Source: an optimization exercise on an open RTL-to-GDS flow (aim: small area and a short achievable clock period). Production flows keep margins and buffers that such runs may drop.
No functional check of the RTL was part of any run shown here.
Power and IR drop assume default switching activity.

==> flow/design.v, too long to show whole: its modules and the start of the top module <==
// module fp_multiplier: 1485 lines
// module booth8: 24 lines
module fp_multiplier(input [31:0] a, input [31:0] b, output [31:0] out, input clk,
	input rst, input in_valid, output out_valid);
  // ...
==> flow/run.sh <==
#!/bin/bash
# synth_recipe.tcl (not shown) runs the flow's synth.tcl, then flattens the netlist and writes it again
# the make line also repeats each setting of config.mk as NAME=value (left out here)
make -C /OpenROAD-flow-scripts/flow DESIGN_CONFIG=/design/flow/config.mk WORK_HOME=/design/flow/orfs CLKGATE_MAP_FILE= SYNTH_SCRIPT=/design/flow/synth_recipe.tcl finish
==> flow/config.mk <==
export PLATFORM = sky130hd
export DESIGN_NAME = fp_multiplier
export DESIGN_NICKNAME = fp_multiplier
export VERILOG_FILES = /design/flow/design.v
export SDC_FILE = /design/flow/constraint.sdc
export NUM_CORES = 4
export LEC_CHECK = 0
export CAP_MARGIN = 20
export CORE_MARGIN = 2
export CORE_UTILIZATION = 40
export SLEW_MARGIN = 20
==> flow/constraint.sdc <==
create_clock -name core_clock -period 2.5 [get_ports {clk}]
set_input_delay 0.5000 -clock core_clock [delete_from_list [all_inputs] [get_ports {clk}]]
set_output_delay 0.5000 -clock core_clock [all_outputs]
set_load 0.01 [all_outputs]
==> metrics list, run 1 <==
- For met1 alone, demand over resource in global routing was 28.1%.
* Largest stage delay on the critical path: 780 ps
* DIE WIDTH: 243 um
- Final Cycle Share: 99.5%
- Top Ports: 100
- Post-synth top area cell: sky130_fd_sc_hd__dfxtp_1
* Share of the yosys chip area belonging to registers: 35.0%
* Total grt overflow: 0
- In the final timing run, aggregate negative setup slack is 0 ps.
- First-pass GRT wire length: 99000 um
* Footprint of the flip-flops and latches: 7990 um2
* Layout area overhead: 22.5%
* Setup-failing EPs final: 0
- Hold depth: 1
- In this run, power in the clock network comes to 6.72 mW.
- Measured slew at the worst slew-check pin: 715 ps
* Final weighted congestion in routability-driven placement: 0.968
* Buffers & Inverters on Critical Path: 1
- After detailed routing, the average wire length per cell comes to 20.6 um.
- Starting density of the core: 40.4%
- Design Power: 30.4 mW
- Largest cell class by area: multi-input combinational cells
- In the final layout, multi-input gates take up 48.0% of the cell area.
- The initialized floorplan defines 87 standard-cell rows.
- For this block, the routed nets add up to 64000 um of wire.
- Crit path DAT: 2930 ps
* Layer with the highest usage: met2
* Final number of hold-violating endpoints: 0
- Counting I/O delays and the setup requirement, the final critical path takes 2490 ps.
* Non-Filler Cell Area, Final: 27900 um2
- Area share of the largest cell type after synthesis: 35.0%
* Critical path type: reg -> reg
- For the sequential group, total power comes out at 10.1 mW.
- Metal-1 WL: 27200 um
- The tree is rooted in a sky130_fd_sc_hd__clkbuf_16.
* Run status: finished clean
- Fraction of the mapped netlist area in adder cells: 21.0%
* Non-clock buffering overhead in the final layout: 12.1%
* Number of buffers created by CTS: 44
- Count of vias placed by the detailed router: 17100
- Top_reg_cell synth: sky130_fd_sc_hd__dfxtp_1
- The most common cell in the synthesized netlist is sky130_fd_sc_hd__dfxtp_1.
- After detailed routing, the number of remaining DRC violations is 0.
- At the worst endpoint, the required time is 2940 ps.
==> run 2: changes to the inputs <==
--- a/flow/config.mk
+++ b/flow/config.mk
@@ -9,3 +9,6 @@
 export CORE_MARGIN = 2
 export CORE_UTILIZATION = 40
+export CTS_BUF_LIST = sky130_fd_sc_hd__clkbuf_8
+export CTS_CLUSTER_DIAMETER = 100
+export CTS_CLUSTER_SIZE = 16
 export SLEW_MARGIN = 20
==> run 2 against run 1 <==
Effect of this change: combinational power is essentially flat; hold slack gained 6.6 ps; die area is the same; largest cell class unchanged; register-to-register slack gained 20 ps.
==> metrics list, run 2 <==
- Count of vias placed by the detailed router: 17000 (-0.85%)
* Largest cells by area after synthesis: sky130_fd_sc_hd__dfxtp_1 (35%), sky130_fd_sc_hd__fa_1 (13%), sky130_fd_sc_hd__xnor2_1 (8.7%)
- IR analysis of the VDD net gives a maximum drop of 0.406 mV.
- Delay-heaviest family, CP: adder cells
- Critical path type: reg -> reg
- The starting density of the core is 40.4% (unchanged).
* Antenna violations before repair: 3
- The number of failing hold endpoints at the final stage was 0 (unchanged).
* Max cap viols: 0
- Layout Cells excl Fill: 3070
- Hold timing on the final database bottoms out at a slack of 65.3 ps.
* Avg Vias per Cell: 5.52
- Remaining routing DRC violations: 0 (unchanged)
* Critical path cell sequence: buf_4 -> a22o_1 -> a221oi_1 -> xnor2_1 -> fa_1 -> fa_1
* Top cell types by occurrence after synthesis: sky130_fd_sc_hd__dfxtp_1 (398), sky130_fd_sc_hd__xnor2_1 (225), sky130_fd_sc_hd__a221oi_1 (176), sky130_fd_sc_hd__inv_1 (176), sky130_fd_sc_hd__clkbuf_1 (175)
- Entering global routing, the biggest net connects 29 pins.
- CTS clk-pin slew, worst paths: 100 ps
* Worst Setup Start Kind: flip-flop
- CP most frequent cell: sky130_fd_sc_hd__fa_1
- Largest stage delay on the critical path: 540 ps (-240 ps)
* Post-synth top area cell: sky130_fd_sc_hd__dfxtp_1
- The number of nets in the synthesized netlist is 2528.
* Setup TNS: 0 ps (unchanged)
- The fraction of the yosys area taken by sequential cells is 35.0% (unchanged).
- Layout area overhead: 17.4%
- The total buffers and inverters traversed by the critical path came to 1 (unchanged).
- The register with the most flip-flops in the final layout is valid.
* Setup slack of the worst register-to-register path: 30 ps
- Crit path DAT: 2980 ps (+50 ps)
- Overall routing resource usage: 21.1%
* Most frequent cell after synthesis: sky130_fd_sc_hd__dfxtp_1
- Post-synth ARST share: 0%
* Clock Tree Buf Depth: 3
- The analysis attributes to cell leakage a power of 11.4 nW.
* Final weighted congestion in routability-driven placement: 0.968 (unchanged)
* Required time at the worst-slack endpoint: 3020 ps (+80 ps)
- Most frequent cells in the layout: sky130_fd_sc_hd__dfxtp_1 (383), sky130_fd_sc_hd__xnor2_1 (225), sky130_fd_sc_hd__buf_4 (183)
- The synthesized design contains 0 enable-type register cells.
* Number of flip-flops under the largest register name: 4
* Post-layout nets: 2667
- The library cell used most frequently in the layout, excluding fill and tap cells, is sky130_fd_sc_hd__dfxtp_1.
- Mean area per synthesized cell: 10.5 um2
* Number of buffers created by CTS: 30 (-32%)
* Non-Filler Cell Area, Final: 26700 um2 (-4.2%)
- Detailed placement ended at an HPWL of 47500 um.
- The synthesized design contains 398 register bits.
- The area share of the largest cell type after synthesis was 35.0% (unchanged).
- Setup slack at placement: -789 ps
- In this run the tool buffered the top-level ports with 99 buffer cells.
* Library cell used as clock root buffer: sky130_fd_sc_hd__clkbuf_8
- The floorplan step defined a die boundary enclosing 58800 um2.
- In the post-route analysis, the smallest setup slack over all paths is 33.6 ps.
* Synthesized netlist cell count: 2168
* Post-DR wirelength/cell: 20.8 um (+1.0%)
- STA classifies the critical path endpoint as a flip-flop.
- Measured slew at the worst slew-check pin: 674 ps (-41.7 ps)
- Summed instance area of the synthesized netlist: 22800 um2
* Post-synth cell types: 63
- Total number of clock tree sinks: 398
* Violation count after the first detailed-routing iteration: 1514
* Type of the most critical hold path: in -> reg
* Yosys warnings: 2
* Fmax: 405 MHz
- Between clock sinks in the finished design, the worst skew comes to 25.8 ps.
* First-pass GRT wire length: 98200 um (-0.81%)
- The final number of max-transition violations was 0.
* Top Ports: 100 (unchanged)
- Final design utilization: 47.5%
- The detail route stage leaves a number of antenna-violating nets equal to 0.
- The post-route minimum period is 2470 ps (-20.4 ps).
* CP Max Fanout: 6
- The number of global-route vias before repair is 17000.
* Top_reg_cell synth: sky130_fd_sc_hd__dfxtp_1
- Power per Cell Area: 1000 nW/um2
- Layout cells sized above 1: 17.5%
* Design Power: 26.7 mW (-12%)
- The setup-violating endpoint count in the final report is 0 (unchanged).
- The final wirelength came to 63800 um (-0.28%).
- After detailed placement, the total cell area comes to 26000 um2.
* Maximum level of the CTS H-tree: 1
- The ratio of final minimum period to clock period came to 98.7% (-0.82 points).
- Headroom to the max-slew limit came out at 55.0%.
* Total grt overflow: 0 (unchanged)
- Floorplan Core Area: 56300 um2
* Placed cells: 3023
* Chip Height: 243 um
- The run finished with no timing, DRC or antenna violations.
- DIE WIDTH: 243 um (unchanged)
* Clock tree from TritonCTS: done
- The later pin in the worst-skew pair is clocked with a latency of 650 ps.
- For this run, the detailed router's first-pass iteration total came to 8.
- For this design, the slowest cell found on the critical path is sky130_fd_sc_hd__dfxtp_1.
* Placement row count: 87 (unchanged)
run 2: power by group:
part | switching (mW) | leakage, nW | internal (mW) | total, mW
Combinational | 6.80 | 7.79 | 6.58 | 13.4
Sequential | 1.30 | 3.35 | 8.83 | 10.1
Clock | 2.00 | 0.264 | 1.23 | 3.23
run 2: final timing paths:
check                           startpoint       end  cells after the start
worst max-delay path            t3_s016_r1   n657_r2                      6
worst min-delay path                  a[2]     a2_r1                      1
worst max register to register  t3_s016_r1   n657_r2                      6
worst min register to register    e_s07_r3  e_s07_r4                      0
run 2: cell type report:
type | instances | area, um2
Clock buffer | 30 | 413
Timing Repair Buffer | 333 | 3250
Multi-Input combinational cell | 1367 | 13400
Inverter | 177 | 664
Clock inverter | 8 | 93.8
Fill cell | 5209 | 29500
Antenna cell | 1 | 2.50
Tap cell | 756 | 946
Sequential cell | 398 | 7990
run 2: cells by family after synthesis:
| kind of cell | after synthesis | synth area share [%] |
|---|---|---|
| compound gates | 567 | 19.7 |
| buf+inv | 403 | 7.19 |
| flops | 398 | 35.0 |
| fa+ha+maj | 293 | 21.0 |
| xor+xnor | 282 | 10.9 |
| simple gates | 181 | 4.02 |
| mux | 44 | 2.18 |
run 2: metal layers:
| layer | track usage [%] | part of all wire [%] | vias to the layer above |
|---|---|---|---|
| met5 | 0 | 0.041 | - |
| met1 | 28.4 | 43 | 8157 |
| met3 | 3.74 | 7.9 | 184 |
| met4 | 7.55 | 4.0 | 4 |
| li1 | - | - | 7853 |
| met2 | 34.2 | 45 | 760 |
run 2: repair_timing:
item	CTS	global route
pin swaps	2	14
setup endpoints to repair	43	52
endpoints found under the hold margin	0	1
gates resized for setup	91	76
gates cloned	1	1
buffers inserted	3	2
hold buffers	0	1

## separate check: timing with driven ports
In the flow no input, the clock included, has a driving cell. The finished layouts below were timed again as built, in two steps. Step 1 (the two cells are an assumption about what drives the block):
set clk [get_ports {clk}]
set_driving_cell -lib_cell sky130_fd_sc_hd__clkbuf_16 $clk
set_driving_cell -lib_cell sky130_fd_sc_hd__buf_2 [delete_from_list [all_inputs] $clk]
Step 2 times the ports against the registers' clock, not the clock port: input delays grow and output delays shrink by t, the midpoint of the rising clock arrivals with the driver on. Three values: ideal ports, drivers, drivers and shift; two values: the first two.
| run | t, ns | setup slack, ns | hold WS [ns] | latest minus earliest clock arrival (ns) |
|---|---|---|---|---|
| run 1 | 0.639 | 0.013 / 0.001 / -0.515 | 0.059 / 0.018 / 0.316 | 0.033 / 0.033 |
| run 2 | 0.691 | 0.034 / 0.034 / -0.606 | 0.065 / 0.030 / 0.325 | 0.035 / 0.036 |
With both steps, setup timing fails in run 1 and run 2, where it was met with ideal ports. The setup slack of run 2, which loses most, moves by 0.000 ns with the drivers and by -0.640 ns with both steps.
